This is an optimization exercise on Yosys and OpenROAD, whose aim is small area, a short achievable clock period and few clock cycles per item, not a production implementation.
Where RTL was checked, it was by simulation tests only, not by an equivalence proof against the original.
For run 2, only the layout was checked, not whether the RTL still works.

==> flow/design.v, too long to show whole: its modules and the start of the top module <==
// module tanh: 1642 lines
// module tanh_fa: 4 lines
// module tanh_ha: 4 lines
module tanh (
    input  clk,
    input  rst,
    input  [13:0] i_x,
    input  i_valid,
    output o_ready,
    output [13:0] o_fx,
    output o_valid,
    input  i_ready
);
  // ...
==> flow/run.sh <==
#!/bin/bash
# synth_recipe.tcl (not shown) runs the flow's synth.tcl, then flattens the netlist and writes it again
# the make line also repeats each setting of config.mk as NAME=value (left out here)
make -C /OpenROAD-flow-scripts/flow DESIGN_CONFIG=/design/flow/config.mk WORK_HOME=/design/flow/orfs CLKGATE_MAP_FILE= SYNTH_SCRIPT=/design/flow/synth_recipe.tcl finish
==> flow/config.mk <==
export PLATFORM = sky130hd
export DESIGN_NAME = tanh
export DESIGN_NICKNAME = tanh
export VERILOG_FILES = /design/flow/design.v
export SDC_FILE = /design/flow/constraint.sdc
export NUM_CORES = 4
export LEC_CHECK = 0
export CAP_MARGIN = 20
export CORE_MARGIN = 2
export CORE_UTILIZATION = 40
export CTS_BUF_LIST = sky130_fd_sc_hd__clkbuf_8 sky130_fd_sc_hd__clkbuf_4
export SETUP_SLACK_MARGIN = 4.6
export SLEW_MARGIN = 20
export SYNTH_HIERARCHICAL = 1
export SYNTH_MINIMUM_KEEP_SIZE = 0
==> flow/constraint.sdc <==
create_clock -name core_clock -period 8.0 [get_ports {clk}]
set_input_delay 1.6000 -clock core_clock [delete_from_list [all_inputs] [get_ports {clk}]]
set_output_delay 1.6000 -clock core_clock [all_outputs]
set_load 0.01 [all_outputs]
==> reports/qor.yml, run 1 <==
sta:
  clock_skew_ns: 0.03638
  final_critical_path_setup_slack_ns: 4.611
  holdWs_ns: 0.3967
  final-hold-violation-count: 0
global_route:
  groute.layer.met2.usage: 0.2624
  grt_max_degree: 138
cells_and_area:
  multi_input_area_share: 0.4560
  mostFrequentLayoutCell: "edfxtp_1"
  nNonClkInverters: 177
synthesis:
  synth_top_family_by_area: "adder cells"
  synth_compound_gate_area_share: 0.1106
  ys_warn_count: 7
  ys_dominant_reg_cell: "edfxtp_1"
  synthesis.area_mm2: 0.04064
detailed_routing:
  dr_wl_met3_um: 2816
  route.layer.met1.wl_um: 35370
clock_tree:
  tritoncts.num_buffers: 103
  hold_buffers: 0
worst_setup_path:
  timing.rr.end: "m5_ha[6]"
  worst-path-buf-inv: 0
  crit_path_launch_type: "flop"
  ws_path_type: "reg -> reg"
  worst-path-max-fanout: 14
min_path:
  hold-path-endpoint: "x_s10[2]"
run_status:
  run_status: "timing/DRC/antenna clean"
floorplanning:
  starting_density_of_the_core: 0.4047
Testbench counts, summed over its fixed seeds: cycles 16,112, items 16,000.
==> run 2: changes to the inputs <==
--- a/flow/design.v
+++ b/flow/design.v
@@ -16,4 +16,4 @@
 logic [0:0] m1_hc;
-logic [17:0] m1_ha;
-logic [17:0] m1_hb;
+logic [13:0] m1_ha;
+logic [13:0] m1_hb;
 logic [13:0] x_s1;
@@ -27,4 +27,4 @@
 logic [0:0] m2_hc;
-logic [17:0] m2_ha;
-logic [17:0] m2_hb;
+logic [13:0] m2_ha;
+logic [13:0] m2_hb;
 logic [13:0] x_s4;
@@ -37,4 +37,4 @@
 logic [0:0] m3_hc;
-logic [17:0] m3_ha;
-logic [17:0] m3_hb;
+logic [13:0] m3_ha;
+logic [13:0] m3_hb;
 logic [13:0] x_s6;
@@ -47,4 +47,4 @@
 logic [0:0] m4_hc;
-logic [17:0] m4_ha;
-logic [17:0] m4_hb;
+logic [13:0] m4_ha;
+logic [13:0] m4_hb;
 logic [13:0] x_s8;
@@ -57,4 +57,4 @@
 logic [0:0] m5_hc;
-logic [17:0] m5_ha;
-logic [17:0] m5_hb;
+logic [13:0] m5_ha;
+logic [13:0] m5_hb;
 logic [13:0] x_s10;
@@ -65,4 +65,4 @@
 logic [0:0] m6_hc;
-logic [17:0] m6_ha;
-logic [17:0] m6_hb;
+logic [13:0] m6_ha;
+logic [13:0] m6_hb;
 logic v0, v1, v2, v3, v4, v5, v6, v7, v8, v9, v10, v11, v12;
@@ -295,5 +295,5 @@
 wire [25:0] m1_rb = {m1_c_157, m1_c_156, m1_c_155, m1_c_154, m1_c_153, m1_c_152, m1_c_151, m1_c_150, m1_c_149, m1_c_148, m1_c_147, m1_c_146, m1_c_145, m1_c_144, m1_c_143, m1_c_142, m1_c_141, m1_c_140, m1_c_139, m1_c_138, m1_c_137, x0[2], 1'b0, x0[1], 1'b0, 1'b0};
-wire [8:0] m1_lo = m1_ra[7:0] + m1_rb[7:0];
-wire [17:0] m1_full = m1_ha + m1_hb + {17'd0, m1_hc};
-wire [13:0] m1_sum = m1_full[17:4];
+wire [12:0] m1_lo = m1_ra[11:0] + m1_rb[11:0];
+wire [13:0] m1_full = m1_ha + m1_hb + {13'd0, m1_hc};
+wire [13:0] m1_sum = m1_full[13:0];
 wire m2a_pp_158 = ~(q_s2[0]);
@@ -520,5 +520,5 @@
 wire [25:0] m2_rb = {1'b0, 1'b0, 1'b0, 1'b0, m2_c_314, m2_c_312, m2_c_310, m2_c_308, m2_c_307, m2_c_306, m2_c_305, m2_c_304, m2_c_303, m2_c_302, m2_c_301, m2_c_300, m2_c_299, m2_c_298, m2_c_297, m2_c_296, m2_c_295, m2_c_294, m2_c_293, d1_neg[1], 1'b0, d1_neg[0]};
-wire [8:0] m2_lo = m2_ra[7:0] + m2_rb[7:0];
-wire [17:0] m2_full = m2_ha + m2_hb + {17'd0, m2_hc};
-wire [13:0] m2_sum = m2_full[17:4];
+wire [12:0] m2_lo = m2_ra[11:0] + m2_rb[11:0];
+wire [13:0] m2_full = m2_ha + m2_hb + {13'd0, m2_hc};
+wire [13:0] m2_sum = m2_full[13:0];
 wire [9:0] m2_r = m2_sum[9:0];
@@ -752,5 +752,5 @@
 wire [25:0] m3_rb = {1'b0, 1'b0, m3_c_479, m3_c_477, m3_c_476, m3_c_475, m3_c_474, m3_c_473, m3_c_472, m3_c_471, m3_c_470, m3_c_469, m3_c_468, m3_c_467, m3_c_466, m3_c_465, m3_c_464, m3_c_463, m3_c_462, m3_c_461, m3_c_460, m3_c_459, m3_c_458, d2_neg[1], 1'b0, d2_neg[0]};
-wire [8:0] m3_lo = m3_ra[7:0] + m3_rb[7:0];
-wire [17:0] m3_full = m3_ha + m3_hb + {17'd0, m3_hc};
-wire [13:0] m3_sum = m3_full[17:4];
+wire [12:0] m3_lo = m3_ra[11:0] + m3_rb[11:0];
+wire [13:0] m3_full = m3_ha + m3_hb + {13'd0, m3_hc};
+wire [13:0] m3_sum = m3_full[13:0];
 wire [10:0] m3_r = m3_sum[10:0];
@@ -977,5 +977,5 @@
 wire [25:0] m4_rb = {1'b0, 1'b0, m4_c_639, m4_c_637, m4_c_636, m4_c_634, m4_c_633, m4_c_632, m4_c_631, m4_c_630, m4_c_629, m4_c_628, m4_c_627, m4_c_626, m4_c_625, m4_c_624, m4_c_623, m4_c_622, m4_c_621, m4_c_620, m4_c_619, m4_c_618, m4_c_617, d3_neg[1], 1'b0, d3_neg[0]};
-wire [8:0] m4_lo = m4_ra[7:0] + m4_rb[7:0];
-wire [17:0] m4_full = m4_ha + m4_hb + {17'd0, m4_hc};
-wire [13:0] m4_sum = m4_full[17:4];
+wire [12:0] m4_lo = m4_ra[11:0] + m4_rb[11:0];
+wire [13:0] m4_full = m4_ha + m4_hb + {13'd0, m4_hc};
+wire [13:0] m4_sum = m4_full[13:0];
 wire [12:0] m4_r = m4_sum[12:0];
@@ -1256,5 +1256,5 @@
 wire [25:0] m5_rb = {m5_c_832, m5_c_831, m5_c_829, m5_c_828, m5_c_827, m5_c_826, m5_c_825, m5_c_824, m5_c_823, m5_c_822, m5_c_821, m5_c_820, m5_c_819, m5_c_818, m5_c_817, m5_c_816, m5_c_815, m5_c_814, m5_c_813, m5_c_812, m5_c_811, m5_c_810, m5_c_809, d4_neg[1], 1'b0, d4_neg[0]};
-wire [8:0] m5_lo = m5_ra[7:0] + m5_rb[7:0];
-wire [17:0] m5_full = m5_ha + m5_hb + {17'd0, m5_hc};
-wire [13:0] m5_sum = m5_full[17:4];
+wire [12:0] m5_lo = m5_ra[11:0] + m5_rb[11:0];
+wire [13:0] m5_full = m5_ha + m5_hb + {13'd0, m5_hc};
+wire [13:0] m5_sum = m5_full[13:0];
 wire [13:0] m5_r = m5_sum[13:0];
@@ -1553,5 +1553,5 @@
 wire [25:0] m6_rb = {m6_c_1036, m6_c_1034, m6_c_1033, m6_c_1032, m6_c_1031, m6_c_1030, m6_c_1029, m6_c_1028, m6_c_1027, m6_c_1026, m6_c_1025, m6_c_1024, m6_c_1023, m6_c_1022, m6_c_1021, m6_c_1020, m6_c_1019, m6_c_1018, m6_c_1017, m6_c_1016, m6_c_1015, m6_c_1014, m6_c_1013, dx_neg[1], 1'b0, dx_neg[0]};
-wire [8:0] m6_lo = m6_ra[7:0] + m6_rb[7:0];
-wire [17:0] m6_full = m6_ha + m6_hb + {17'd0, m6_hc};
-wire [13:0] m6_sum = m6_full[17:4];
+wire [12:0] m6_lo = m6_ra[11:0] + m6_rb[11:0];
+wire [13:0] m6_full = m6_ha + m6_hb + {13'd0, m6_hc};
+wire [13:0] m6_sum = m6_full[13:0];
 wire [13:0] fres = m6_sum;
@@ -1576,5 +1576,5 @@
         x0 <= i_x;
-        m1_hc <= m1_lo[8:8];
-        m1_ha <= m1_ra[25:8];
-        m1_hb <= m1_rb[25:8];
+        m1_hc <= m1_lo[12:12];
+        m1_ha <= m1_ra[25:12];
+        m1_hb <= m1_rb[25:12];
         x_s1 <= x0;
@@ -1587,5 +1587,5 @@
         x_s3 <= x_s2;
-        m2_hc <= m2_lo[8:8];
-        m2_ha <= m2_ra[25:8];
-        m2_hb <= m2_rb[25:8];
+        m2_hc <= m2_lo[12:12];
+        m2_ha <= m2_ra[25:12];
+        m2_hb <= m2_rb[25:12];
         x_s4 <= x_s3;
@@ -1597,5 +1597,5 @@
         q_s5 <= q_s4;
-        m3_hc <= m3_lo[8:8];
-        m3_ha <= m3_ra[25:8];
-        m3_hb <= m3_rb[25:8];
+        m3_hc <= m3_lo[12:12];
+        m3_ha <= m3_ra[25:12];
+        m3_hb <= m3_rb[25:12];
         x_s6 <= x_s5;
@@ -1607,5 +1607,5 @@
         q_s7 <= q_s6;
-        m4_hc <= m4_lo[8:8];
-        m4_ha <= m4_ra[25:8];
-        m4_hb <= m4_rb[25:8];
+        m4_hc <= m4_lo[12:12];
+        m4_ha <= m4_ra[25:12];
+        m4_hb <= m4_rb[25:12];
         x_s8 <= x_s7;
@@ -1617,5 +1617,5 @@
         q_s9 <= q_s8;
-        m5_hc <= m5_lo[8:8];
-        m5_ha <= m5_ra[25:8];
-        m5_hb <= m5_rb[25:8];
+        m5_hc <= m5_lo[12:12];
+        m5_ha <= m5_ra[25:12];
+        m5_hb <= m5_rb[25:12];
         x_s10 <= x_s9;
@@ -1625,5 +1625,5 @@
         dx_neg <= dx_neg_w;
-        m6_hc <= m6_lo[8:8];
-        m6_ha <= m6_ra[25:8];
-        m6_hb <= m6_rb[25:8];
+        m6_hc <= m6_lo[12:12];
+        m6_ha <= m6_ra[25:12];
+        m6_hb <= m6_rb[25:12];
     end
--- a/flow/config.mk
+++ b/flow/config.mk
@@ -10,4 +10,3 @@
 export CORE_UTILIZATION = 40
-export CTS_BUF_LIST = sky130_fd_sc_hd__clkbuf_8 sky130_fd_sc_hd__clkbuf_4
-export SETUP_SLACK_MARGIN = 4.6
+export SETUP_SLACK_MARGIN = 4.5
 export SLEW_MARGIN = 20
==> run 2 against run 1 <==
Hold slack improved by 0.016 ns. Critical path type unchanged. Sequential cell count decreased by 48. Largest cell class unchanged. Setup slack got worse by 0.28 ns. Maximum frequency decreased by 7.6%. Non-clock buffer count increased by 113. Critical endpoint is now m6_hc.
==> reports/qor.yml, run 2 <==
run_status:
  run_status: "timing/DRC/antenna clean"  # unchanged
worst_setup_path:
  worst-path-buf-inv: 1  # was 0
  critical-path-top-cell-by-count: "fa_1"  # unchanged
  worst-path-max-fanout: 6  # was 14
  ws_path_type: "reg -> reg"  # unchanged
  timing.rr.end: "m6_hc"  # was m5_ha[6]
  worst-r2r-setup-slack_ns: 4.33  # was 4.61 ns
  cp_slowest_cell: "fa_1"  # was edfxtp_1
  required_ns: 8.40  # was 8.45 ns
  worstReg2RegStart: "dx_one[0]"  # was q_s9[4]
  critical_path.endpoint_type: "flop"  # unchanged
  path_cells: "buf_4 -> a22oi_2 -> xnor2_1 -> ha_1 -> fa_1 -> fa_1 -> fa_1 -> ha_1 -> nand4_1 -> nor3_1 -> or3_1"  # was a22oi_1 -> xnor2_1 -> fa_1 -> fa_1 -> fa_1 -> fa_1
  arrival_ns: 4.06  # was 3.84 ns
  cp_slowest_stage_delay_ns: 0.52  # was 0.72 ns
  crit_path_launch_type: "flop"  # unchanged
  reg2regPathDepth: 11  # was 6
  critPathTopFamily: "adder cells"  # unchanged
global_route:
  first_global_vias: 25250  # was 24,030
  gr-usage-all-layers: 0.1610  # was 0.1545
  global_route.overflow_total: 0  # unchanged
  grt_pass1_wl_um: 133700  # was 129,600 µm
  grt_antenna_before_repair: 0  # was 2
  grt_max_degree: 177  # was 138
sta:
  setup_viol: 0  # unchanged
  clock_skew_ns: 0.02645  # was 0.03638 ns
  final-hold-violation-count: 0  # unchanged
  layout_worst_path_cycle_share: 0.4585  # was 0.4236
  fmaxAchievable_mhz: 272.6  # was 295.1 MHz
  tightestPinTransition_ns: 0.9886  # was 1.011 ns
  timing.final.crit_period_ns: 3.668  # was 3.389 ns
  report.final.slew_viol_count: 0  # unchanged
  maxSlewHeadroom: 0.3397  # was 0.3239
  timing.setup.tns_ns: 0  # unchanged
  grt_setup_unrepaired: "yes"  # unchanged
synthesis:
  synth_top_cell_by_area: "edfxtp_1"  # unchanged
  synth_nets: 3724  # was 3,717
  post_synthesis_sequential_area_ratio: 0.4287  # was 0.4517
  count_leader_synth: "edfxtp_1"  # unchanged
  cells_after_synthesis: 3085  # was 3,084
  synth_async_sr_flop_share: 0  # unchanged
  synth_commonest_cells: "edfxtp_1 (552), xnor2_1 (419), a22oi_1 (367), fa_1 (322), ha_1 (299)"  # was edfxtp_1 (600), xnor2_1 (415), a22oi_1 (367), fa_1 (310), ha_1 (305)
  avgSynthCellArea_um2: 12.79  # was 13.18 µm²
  count_of_flip_flops_with_a_built_in_enable_after_synthesis: 552  # was 600
  ys_dominant_reg_cell: "edfxtp_1"  # unchanged
  yosys.cell_types.count: 69  # was 64
  yosys.area.top_type_share: 0.4200  # was 0.4433
  synth.top_cells.by_area: "edfxtp_1 (42%), fa_1 (16%), ha_1 (9.5%), xnor2_1 (9.3%), a22oi_1 (7.0%)"  # was edfxtp_1 (44%), fa_1 (15%), ha_1 (9.4%), xnor2_1 (8.9%), a22oi_1 (6.8%)
  ys_warn_count: 7  # unchanged
  synth-seq-cells: 569  # was 617
  synthesis.area_mm2: 0.03946  # was 0.04064 mm²
cells_and_area:
  final_layout_size_suffix_gt1_frac: 0.1753  # was 0.1435
  top_register: "r5p"
  mostFrequentLayoutCell: "edfxtp_1"  # unchanged
  diodes: 0  # was 2
  layout.cell_area.non_filler_mm2: 0.04627  # was 0.04613 mm²
  layout_common_cells: "edfxtp_1 (552), xnor2_1 (398), fa_1 (315), a22oi_1 (307), buf_4 (300)"  # was edfxtp_1 (600), xnor2_1 (414), a22oi_1 (367), fa_1 (310), ha_1 (300)
  post-route-util: 0.4715  # was 0.4593
  fillerInstances: 8749  # was 9,124
  area_delta_synth_final_pct: 17.24  # was 13.50%
  layout.nets: 3953  # was 3,877
  largest_register_ff_count: 15
clock_tree:
  cts_root_buffer: "clkbuf_16"  # was clkbuf_8
  clk_latency_ns: 0.66  # was 0.71 ns
  clock_tree_from_tritoncts: "built"  # unchanged
  clock-sinks: 569  # was 617
  h-tree-depth: 2  # was 3
  cts-root-to-sink-buffers: 3  # unchanged
  clock_pin_slew_on_the_worst_setup_and_hold_paths_ns: 0.06  # about the same
  tritoncts.num_buffers: 61  # was 103
min_path:
  worstHoldStart: "x_s4[5]"  # was x_s9[2]
  min_delay_path_depth: 0  # unchanged
  worst_hold_path_type: "reg -> reg"  # unchanged
  hold-path-endpoint: "x_s5[5]"  # was x_s10[2]
floorplanning:
  die_h_um: 318.1  # was 322.8 µm
  row_count: 115  # was 116
  die_w_um: 318.1  # was 322.8 µm
  dieArea_mm2: 0.1012  # was 0.1042 mm²
  core_region_mm2: 0.09813  # was 0.1004 mm²
  starting_density_of_the_core: 0.4021  # was 0.4047
  io-pin-count: 34  # unchanged
detailed_routing:
  post_drt_wl_per_cell_um: 17.33  # was 16.95 µm
  antenna_left: 0  # unchanged
  wl_um: 80620  # was 79,520 µm
  drt-initial-drc-count: 1447  # was 1,397
  detailedRoute.firstPassIterationCount: 6  # was 5
  dr_total_vias: 24140  # was 23,880
  detail_route.drc_violations: 0  # unchanged
  detail_route.vias_per_cell: 5.189  # was 5.091
placement:
  dp_hpwl_um: 52240  # was 54,580 µm
  globalplace.congestion: 0.8219  # was 0.8046
  dpl_cell_area_mm2: 0.04100  # was 0.04214 mm²
  buffer_ports.inserted: 33  # unchanged
flow_run:
  max_cap_violations: 0  # unchanged
[run 2: area by class of cell]
class / instances / area, µm² / area share
clock buffer: 68 / 1553 / 0.03356
clock inverter: 46 / 529.3 / 0.01144
inverter: 216 / 810.8 / 0.01752
multi-input combinational: 2094 / 21610 / 0.4671
sequential: 569 / 16920 / 0.3657
tap: 1287 / 1610 / 0.03480
timing repair buffer: 372 / 3232 / 0.06985
[run 2: repair_timing]
item | in CTS | in global routing
hold buffers | 0 | 0
resized for setup | 19 | 70
setup endpoints to repair | 19 | 34
buffers inserted | 296 | 32
pin swaps | 39 | 93
[run 2: worst max-delay path by stage]
stage               from  endpoint  cells after the start  slack (ns)
3_3_place_gp     r5p[10]     m6_hc                     10        4.08
2_1_floorplan        adv   o_ready                      0        2.62
6_report       dx_one[0]     m6_hc                     11        4.33
4_1_cts        dx_two[0]     m6_hc                     10        4.36
5_1_grt        dx_two[0]     m6_hc                     13        4.18
3_5_place_dp   d1_neg[2]     m2_hc                     10        4.08
[run 2: cells by family after synthesis]
kind of cell | share of synthesized area
compound gates | 0.1121
xor+xnor | 0.1045
flops | 0.4287
fa+ha+maj | 0.2581
mux | 0.01192
buf+inv | 0.04014
simple gates | 0.04455
[run 2: routing by layer]
metal  global-route usage  vias to the layer above  part of all wire
met4              0.04518                        0             0.023
met1               0.2160                    12020              0.45
met2               0.2730                      550              0.48
met5                    0                        -                 0
li1                     -                    11440                 -
met3              0.02283                      134             0.047
[run 2: per-module statistics from Yosys, one instance, submodules excluded]
module,times used,cells
tanh_fa,310,1
tanh_ha,84,1
tanh,1,2691
[run 2: metrics by stage]
stage	setup WS [ns]	std cells	hold slack (ns)
after detailed placement	4.076	4210	0.4045
after global routing	4.176	4652	0.4204
after global placement	4.081	4210	0.4005
after floorplan	2.623	3085	0.4003
after CTS	4.358	4620	0.4169
final	4.332	4652	0.4128

## port drivers added, routing unchanged
The flow's constraints put no driver on any port. The routed layouts listed below were extracted and timed again, unchanged, in two steps. Step 1 assumes that a clkbuf_16 drives the clock port and a buf_2 every other input. Step 2 adds t to the input delays and takes it off the output delays; t is the mean of the earliest and latest rising clock arrival at the registers after step 1. Input paths then give back, and output paths get back, about the clock's delay inside the block. a / b / c = ideal / step 1 / step 2; a / b = the first two.
run | shift t [ns] | slack for setup (ns) | hold WS [ns] | worst slew at a driven data input, ns
run 1 | 0.767 | 4.611 / 4.611 / 4.201 | 0.397 / 0.397 / 0.397 | 0.03
run 2 | 0.716 | 4.332 / 4.332 / 4.291 | 0.413 / 0.413 / 0.413 | 0.04
After both steps every run listed still meets setup and hold. The setup slack of run 1, which loses most, moves by 0.000 ns with the drivers and by -0.410 ns with both steps.
